Background: an optimization exercise with open tools, aiming at small area and a short achievable clock period. Do not read the settings as production practice. Power and IR drop assume default switching activity.

==> harbor <==
==> flow/design.v <==
module ALUPre #(parameter int NS1 = 2) (
  input  logic [31:0] A, B,
  input  logic [6:0] funct7,
  input  logic [2:0] funct3,
  input  logic op_add, op_sub, op_and, op_or, op_xor, op_sll, op_srl, op_sra,
  output logic [31:0] X, Y,
  output logic cin,
  output logic [4-NS1:0] shamt,
  output logic fill, sel_r, sel_l
);
  logic [31:0] Ar;
  logic [31:0] s [0:NS1];
  logic left, fillbit, k11, k10, k01, k00;
  assign left = ~funct3[2];
  assign fillbit = funct7[5] & A[31];
  always_comb
    for (int i = 0; i < 32; i++) Ar[i] = left ? A[31-i] : A[i];
  assign s[0] = Ar;
  genvar l;
  generate
    for (l = 0; l < NS1; l++) begin : sh
      localparam int D = 16 >> l;
      assign s[l+1] = B[4-l] ? {{D{fillbit}}, s[l][31:D]} : s[l];
    end
  endgenerate
  assign k11 = op_sub | op_and | op_or;
  assign k10 = op_add | op_xor | op_or;
  assign k01 = op_add | op_xor | op_or;
  assign k00 = op_sub;
  assign X = (A & B & {32{k11}}) | (A & ~B & {32{k10}}) | (~A & B & {32{k01}})
           | (~A & ~B & {32{k00}}) | (s[NS1] & {32{op_sll | op_srl | op_sra}});
  assign Y = (A & B & {32{op_add}}) | (A & ~B & {32{op_sub}});
  assign cin = op_sub;
  assign shamt = B[4-NS1:0];
  assign fill = fillbit & op_sra;
  assign sel_r = op_srl | op_sra;
  assign sel_l = op_sll;
endmodule
module ALU #(parameter int NS1 = 2) (
  input  logic [31:0] X, Y,
  input  logic cin,
  input  logic [4-NS1:0] shamt,
  input  logic fill, sel_r, sel_l,
  output logic [31:0] Result,
  output logic Zero, Carry, Overflow
);
  logic [32:0] c;
  logic [31:0] zt, sum;
  logic [31:0] g0, p0;
  logic [31:0] t [0:5-NS1];
  logic [31:0] S;
  logic zadd;
  assign g0 = {Y[31:1], Y[0] | (X[0] & cin)};
  assign p0 = X | Y;
  genvar l, i;
  generate
    for (l = 0; l <= 5; l++) begin : lv
      logic [31:0] g, p;
      if (l == 0) begin : base
        assign g = g0;
        assign p = p0;
      end else begin : node
        for (i = 0; i < 32; i++) begin : b
          if (((i >> (l-1)) & 1) == 1) begin : m
            localparam int J = ((i >> (l-1)) << (l-1)) - 1;
            assign g[i] = lv[l-1].g[i] | (lv[l-1].p[i] & lv[l-1].g[J]);
            assign p[i] = lv[l-1].p[i] & lv[l-1].p[J];
          end else begin : t
            assign g[i] = lv[l-1].g[i];
            assign p[i] = lv[l-1].p[i];
          end
        end
      end
    end
  endgenerate
  assign c = {lv[5].g, cin};
  assign sum = X ^ c[31:0];
  assign zt = X ^ {X[30:0] | Y[30:0], cin};
  assign zadd = ~|zt;
  assign t[0] = X;
  generate
    for (l = 0; l < 5 - NS1; l++) begin : sh
      localparam int D = 1 << (4 - NS1 - l);
      assign t[l+1] = shamt[4-NS1-l] ? {{D{fill}}, t[l][31:D]} : t[l];
    end
  endgenerate
  assign S = t[5-NS1];
  always_comb
    for (int k = 0; k < 32; k++)
      Result[k] = (sel_r & S[k]) | (sel_l & S[31-k]) | (~(sel_r | sel_l) & sum[k]);
  assign Zero = (sel_r | sel_l) ? ~|S : zadd;
  assign Carry = c[32] ^ cin;
  assign Overflow = c[32] ^ c[31];
endmodule
module ALUControl(
  input  logic [6:0] funct7,
  input  logic [2:0] funct3,
  input  logic [6:0] opcode,
  output logic op_add, op_sub, op_and, op_or, op_xor, op_sll, op_srl, op_sra
);
  logic rtype, f7z, f7s;
  assign rtype = (opcode == 7'b0110011);
  assign f7z   = rtype & (funct7 == 7'b0000000);
  assign f7s   = rtype & (funct7 == 7'b0100000);
  assign op_add = f7z & (funct3 == 3'b000);
  assign op_sub = f7s & (funct3 == 3'b000);
  assign op_and = f7z & (funct3 == 3'b111);
  assign op_or  = f7z & (funct3 == 3'b110);
  assign op_xor = f7z & (funct3 == 3'b100);
  assign op_sll = f7z & (funct3 == 3'b001);
  assign op_srl = f7z & (funct3 == 3'b101);
  assign op_sra = f7s & (funct3 == 3'b101);
endmodule
module InstructionDecoder(
  input  logic [31:0] instruction,
  output logic [6:0]  opcode,
  output logic [2:0]  funct3,
  output logic [6:0]  funct7
);
  assign opcode = instruction[6:0];
  assign funct3 = instruction[14:12];
  assign funct7 = instruction[31:25];
endmodule
module ALU_Pipeline(
  input  logic clk, rst,
  input  logic [31:0] A_in, B_in,
  input  logic [31:0] instr_in,
  output logic [31:0] Result_out,
  output logic Zero_out, Carry_out, Overflow_out, Negative_out
);
  localparam int NS1 = 2;
  logic [6:0] opcode, funct7;
  logic [2:0] funct3;
  logic op_add, op_sub, op_and, op_or, op_xor, op_sll, op_srl, op_sra;
  logic [31:0] X_d, Y_d;
  logic cin_d, fill_d, sel_r_d, sel_l_d;
  logic [4-NS1:0] shamt_d;
  logic [31:0] X_reg, Y_reg;
  logic cin_reg, fill_reg, sel_r_reg, sel_l_reg;
  logic [4-NS1:0] shamt_reg;
  logic [31:0] Result_comb;
  logic Zero_comb, Carry_comb, Overflow_comb;
  InstructionDecoder decoder (
    .instruction(instr_in),
    .opcode(opcode),
    .funct3(funct3),
    .funct7(funct7)
  );
  ALUControl control (
    .opcode(opcode), .funct3(funct3), .funct7(funct7),
    .op_add(op_add), .op_sub(op_sub), .op_and(op_and), .op_or(op_or),
    .op_xor(op_xor), .op_sll(op_sll), .op_srl(op_srl), .op_sra(op_sra)
  );
  ALUPre #(.NS1(NS1)) pre (
    .A(A_in), .B(B_in), .funct7(funct7), .funct3(funct3),
    .op_add(op_add), .op_sub(op_sub), .op_and(op_and), .op_or(op_or),
    .op_xor(op_xor), .op_sll(op_sll), .op_srl(op_srl), .op_sra(op_sra),
    .X(X_d), .Y(Y_d), .cin(cin_d), .shamt(shamt_d),
    .fill(fill_d), .sel_r(sel_r_d), .sel_l(sel_l_d)
  );
  always_ff @(posedge clk or posedge rst) begin
    if (rst) begin
      X_reg <= 0;
      Y_reg <= 0;
      cin_reg <= 0;
      shamt_reg <= 0;
      fill_reg <= 0;
      sel_r_reg <= 0;
      sel_l_reg <= 0;
    end else begin
      X_reg <= X_d;
      Y_reg <= Y_d;
      cin_reg <= cin_d;
      shamt_reg <= shamt_d;
      fill_reg <= fill_d;
      sel_r_reg <= sel_r_d;
      sel_l_reg <= sel_l_d;
    end
  end
  ALU #(.NS1(NS1)) alu_inst (
    .X(X_reg), .Y(Y_reg), .cin(cin_reg), .shamt(shamt_reg),
    .fill(fill_reg), .sel_r(sel_r_reg), .sel_l(sel_l_reg),
    .Result(Result_comb),
    .Zero(Zero_comb),
    .Carry(Carry_comb),
    .Overflow(Overflow_comb)
  );
  always_ff @(posedge clk or posedge rst) begin
    if (rst) begin
      Result_out <= 0;
      Zero_out <= 0;
      Carry_out <= 0;
      Overflow_out <= 0;
    end else begin
      Result_out <= Result_comb;
      Zero_out <= Zero_comb;
      Carry_out <= Carry_comb;
      Overflow_out <= Overflow_comb;
    end
  end
  assign Negative_out = Result_out[31];
endmodule
==> flow/flow/run.sh <==
#!/bin/bash
# The standard layout, with the ports buffered by the smallest buffer (the resizer sizes
# them up where timing needs it) instead of buffer_ports' default delay buffer.
set -euo pipefail
bash standard.sh synth > synth.log 2>&1
export BUFFER_PORTS_ARGS="-buffer_cell sky130_fd_sc_hd__buf_1"
bash standard.sh finish > layout.log 2>&1
==> flow/standard.sh <==
#!/bin/bash
# synth_recipe.tcl (not shown) runs the flow's synth.tcl, then flattens the netlist and writes it again
# the make line also repeats each setting of config.mk as NAME=value (left out here)
make -C /OpenROAD-flow-scripts/flow DESIGN_CONFIG=/design/flow/config.mk WORK_HOME=/design/flow/orfs CLKGATE_MAP_FILE= SYNTH_SCRIPT=/design/flow/synth_recipe.tcl "${@:-finish}"
==> flow/config.mk <==
export PLATFORM = sky130hd
export DESIGN_NAME = ALU_Pipeline
export DESIGN_NICKNAME = ALU_Pipeline
export VERILOG_FILES = /design/flow/design.v
export SDC_FILE = /design/flow/constraint.sdc
export NUM_CORES = 4
export LEC_CHECK = 0
export CAP_MARGIN = 20
export CORE_MARGIN = 2
export CORE_UTILIZATION = 40
export SETUP_SLACK_MARGIN = 4.0
export SLEW_MARGIN = 20
==> flow/constraint.sdc <==
create_clock -name core_clock -period 7.0 [get_ports {clk}]
set_input_delay 1.4000 -clock core_clock [delete_from_list [all_inputs] [get_ports {clk}]]
set_output_delay 1.4000 -clock core_clock [all_outputs]
set_load 0.01 [all_outputs]
==> sierra: changes against harbor <==
==> flow/design.v, changed modules only <==
module ALUPre #(parameter int NS1 = 2) (
  input  logic [31:0] A, B,
  input  logic [6:0] funct7,
  input  logic [2:0] funct3,
  input  logic v_logic, v_arith, v_shift, v_sll,
  output logic [31:0] X, Y,
  output logic cin,
  output logic [4-NS1:0] shamt,
  output logic fill, sel_r, sel_l
);
  logic [31:0] Ar, F;
  logic [31:0] s [0:NS1];
  logic left, sub, k11, k10;
  assign left = ~funct3[2];
  assign sub = funct7[5];
  assign fill = sub & A[31];
  always_comb
    for (int i = 0; i < 32; i++) Ar[i] = left ? A[31-i] : A[i];
  assign s[0] = Ar;
  genvar l;
  generate
    for (l = 0; l < NS1; l++) begin : sh
      localparam int D = 16 >> l;
      assign s[l+1] = B[4-l] ? {{D{fill}}, s[l][31:D]} : s[l];
    end
  endgenerate
  assign k11 = sub | funct3[1];
  assign k10 = ~sub & ~funct3[0];
  assign F = (A & B & {32{k11}}) | ((A ^ B) & {32{k10}}) | (~A & ~B & {32{sub}});
  assign X = (F & {32{v_logic}}) | (s[NS1] & {32{v_shift}});
  assign Y = A & (B ^ {32{sub}}) & {32{v_arith}};
  assign cin = v_arith & sub;
  assign shamt = B[4-NS1:0];
  assign sel_r = v_shift & ~v_sll;
  assign sel_l = v_sll;
endmodule
module ALUControl(
  input  logic [6:0] funct7,
  input  logic [2:0] funct3,
  input  logic [6:0] opcode,
  output logic v_logic,   
  output logic v_arith,   
  output logic v_shift,   
  output logic v_sll      
);
  logic rtype, f7z, f7s;
  assign rtype = (opcode == 7'b0110011);
  assign f7z   = rtype & (funct7 == 7'b0000000);
  assign f7s   = rtype & (funct7 == 7'b0100000);
  assign v_arith = (f7z | f7s) & (funct3 == 3'b000);
  assign v_logic = v_arith | (f7z & funct3[2] & ~funct3[0])        
                           | (f7z & (funct3 == 3'b111));            
  assign v_shift = (f7z & (funct3[1:0] == 2'b01)) | (f7s & (funct3 == 3'b101));
  assign v_sll   = f7z & (funct3 == 3'b001);
endmodule
module ALU_Pipeline(
  input  logic clk, rst,
  input  logic [31:0] A_in, B_in,
  input  logic [31:0] instr_in,
  output logic [31:0] Result_out,
  output logic Zero_out, Carry_out, Overflow_out, Negative_out
);
  localparam int NS1 = 2;
  logic [6:0] opcode, funct7;
  logic [2:0] funct3;
  logic v_logic, v_arith, v_shift, v_sll;
  logic [31:0] X_d, Y_d;
  logic cin_d, fill_d, sel_r_d, sel_l_d;
  logic [4-NS1:0] shamt_d;
  logic [31:0] X_reg, Y_reg;
  logic cin_reg, fill_reg, sel_r_reg, sel_l_reg;
  logic [4-NS1:0] shamt_reg;
  logic [31:0] Result_comb;
  logic Zero_comb, Carry_comb, Overflow_comb;
  InstructionDecoder decoder (
    .instruction(instr_in),
    .opcode(opcode),
    .funct3(funct3),
    .funct7(funct7)
  );
  ALUControl control (
    .opcode(opcode), .funct3(funct3), .funct7(funct7),
    .v_logic(v_logic), .v_arith(v_arith), .v_shift(v_shift), .v_sll(v_sll)
  );
  ALUPre #(.NS1(NS1)) pre (
    .A(A_in), .B(B_in), .funct7(funct7), .funct3(funct3),
    .v_logic(v_logic), .v_arith(v_arith), .v_shift(v_shift), .v_sll(v_sll),
    .X(X_d), .Y(Y_d), .cin(cin_d), .shamt(shamt_d),
    .fill(fill_d), .sel_r(sel_r_d), .sel_l(sel_l_d)
  );
  always_ff @(posedge clk or posedge rst) begin
    if (rst) begin
      X_reg <= 0;
      Y_reg <= 0;
      cin_reg <= 0;
      shamt_reg <= 0;
      fill_reg <= 0;
      sel_r_reg <= 0;
      sel_l_reg <= 0;
    end else begin
      X_reg <= X_d;
      Y_reg <= Y_d;
      cin_reg <= cin_d;
      shamt_reg <= shamt_d;
      fill_reg <= fill_d;
      sel_r_reg <= sel_r_d;
      sel_l_reg <= sel_l_d;
    end
  end
  ALU #(.NS1(NS1)) alu_inst (
    .X(X_reg), .Y(Y_reg), .cin(cin_reg), .shamt(shamt_reg),
    .fill(fill_reg), .sel_r(sel_r_reg), .sel_l(sel_l_reg),
    .Result(Result_comb),
    .Zero(Zero_comb),
    .Carry(Carry_comb),
    .Overflow(Overflow_comb)
  );
  always_ff @(posedge clk or posedge rst) begin
    if (rst) begin
      Result_out <= 0;
      Zero_out <= 0;
      Carry_out <= 0;
      Overflow_out <= 0;
    end else begin
      Result_out <= Result_comb;
      Zero_out <= Zero_comb;
      Carry_out <= Carry_comb;
      Overflow_out <= Overflow_comb;
    end
  end
  assign Negative_out = Result_out[31];
endmodule
==> flow/run.sh (new file) <==
#!/bin/bash
# synth_recipe.tcl (not shown) runs the flow's synth.tcl, then flattens the netlist and writes it again
# the make line also repeats each setting of config.mk as NAME=value (left out here)
make -C /OpenROAD-flow-scripts/flow DESIGN_CONFIG=/design/flow/config.mk WORK_HOME=/design/flow/orfs CLKGATE_MAP_FILE= SYNTH_SCRIPT=/design/flow/synth_recipe.tcl finish
removed: flow/flow/run.sh
removed: flow/standard.sh
==> qor summary <==
Status: sierra timing/DRC/antenna clean; harbor timing/DRC/antenna clean
Clock group power: sierra 510 uW; harbor 504 uW
Wire length per cell after detailed routing: sierra 20.7 um; harbor 20.8 um
Startpoint of the worst register-to-register path: sierra sel_r_reg; harbor X_reg[10]
Post-CTS sizing: sierra 72; harbor 45
Non-clk bufs: sierra 157; harbor 144
Fraction of area in multi-input gates: sierra 0.551; harbor 0.585
Width of the chip: sierra 157 um; harbor 151 um
Height of the chip: sierra 157 um; harbor 151 um
Synthesized area divided by synthesized cell count: sierra 8.35 um2; harbor 8.51 um2
Proportion of power drawn by the clock network: sierra 0.352; harbor 0.339
Capturing point of the worst reg2reg path: sierra Zero_out; harbor Overflow_out
Power of the combinational group: sierra 319 uW; harbor 315 uW
Clock buffer count: sierra 10; harbor 9
Fraction of final layout cells with drive strength greater than 1: sierra 0.134; harbor 0.170
Area growth, synth to finish: sierra 28.9%; harbor 15.7%
Placement-stage cell area: sierra 10900 um2; harbor 9190 um2
Max transition margin: sierra 0.363; harbor 0.349
Simple-gate portion of the synthesized area: sierra 0.161; harbor 0.171
Aggregate global-route resource usage: sierra 0.255; harbor 0.247
No functional check of the RTL was part of any run of this note.

## what the ideal ports hide
The flow's constraints put no driver on any port. The routed layouts listed below were extracted and timed again, unchanged, in two steps.
Step 1, drivers: a clkbuf_16 drives clk and a buf_2 each remaining input, both assumed.
Step 2, shift: input delay + t, output delay - t, t = (earliest + latest rising clock arrival at the registers) / 2. This alone moves slack from input paths to output paths.
Three values: no drivers, after step 1, after step 2; two values: the first two.
run | t (ns) | slack for setup (ns) | pins driven straight from the clock port
harbor | 0.396 | 3.880 / 3.895 / 3.499 | 1
sierra | 0.405 | 3.891 / 3.909 / 3.503 | 1
After both steps setup and hold are still met in every run listed. The setup slack of sierra, which loses most, moves by +0.018 ns with the drivers and by -0.388 ns with both steps.
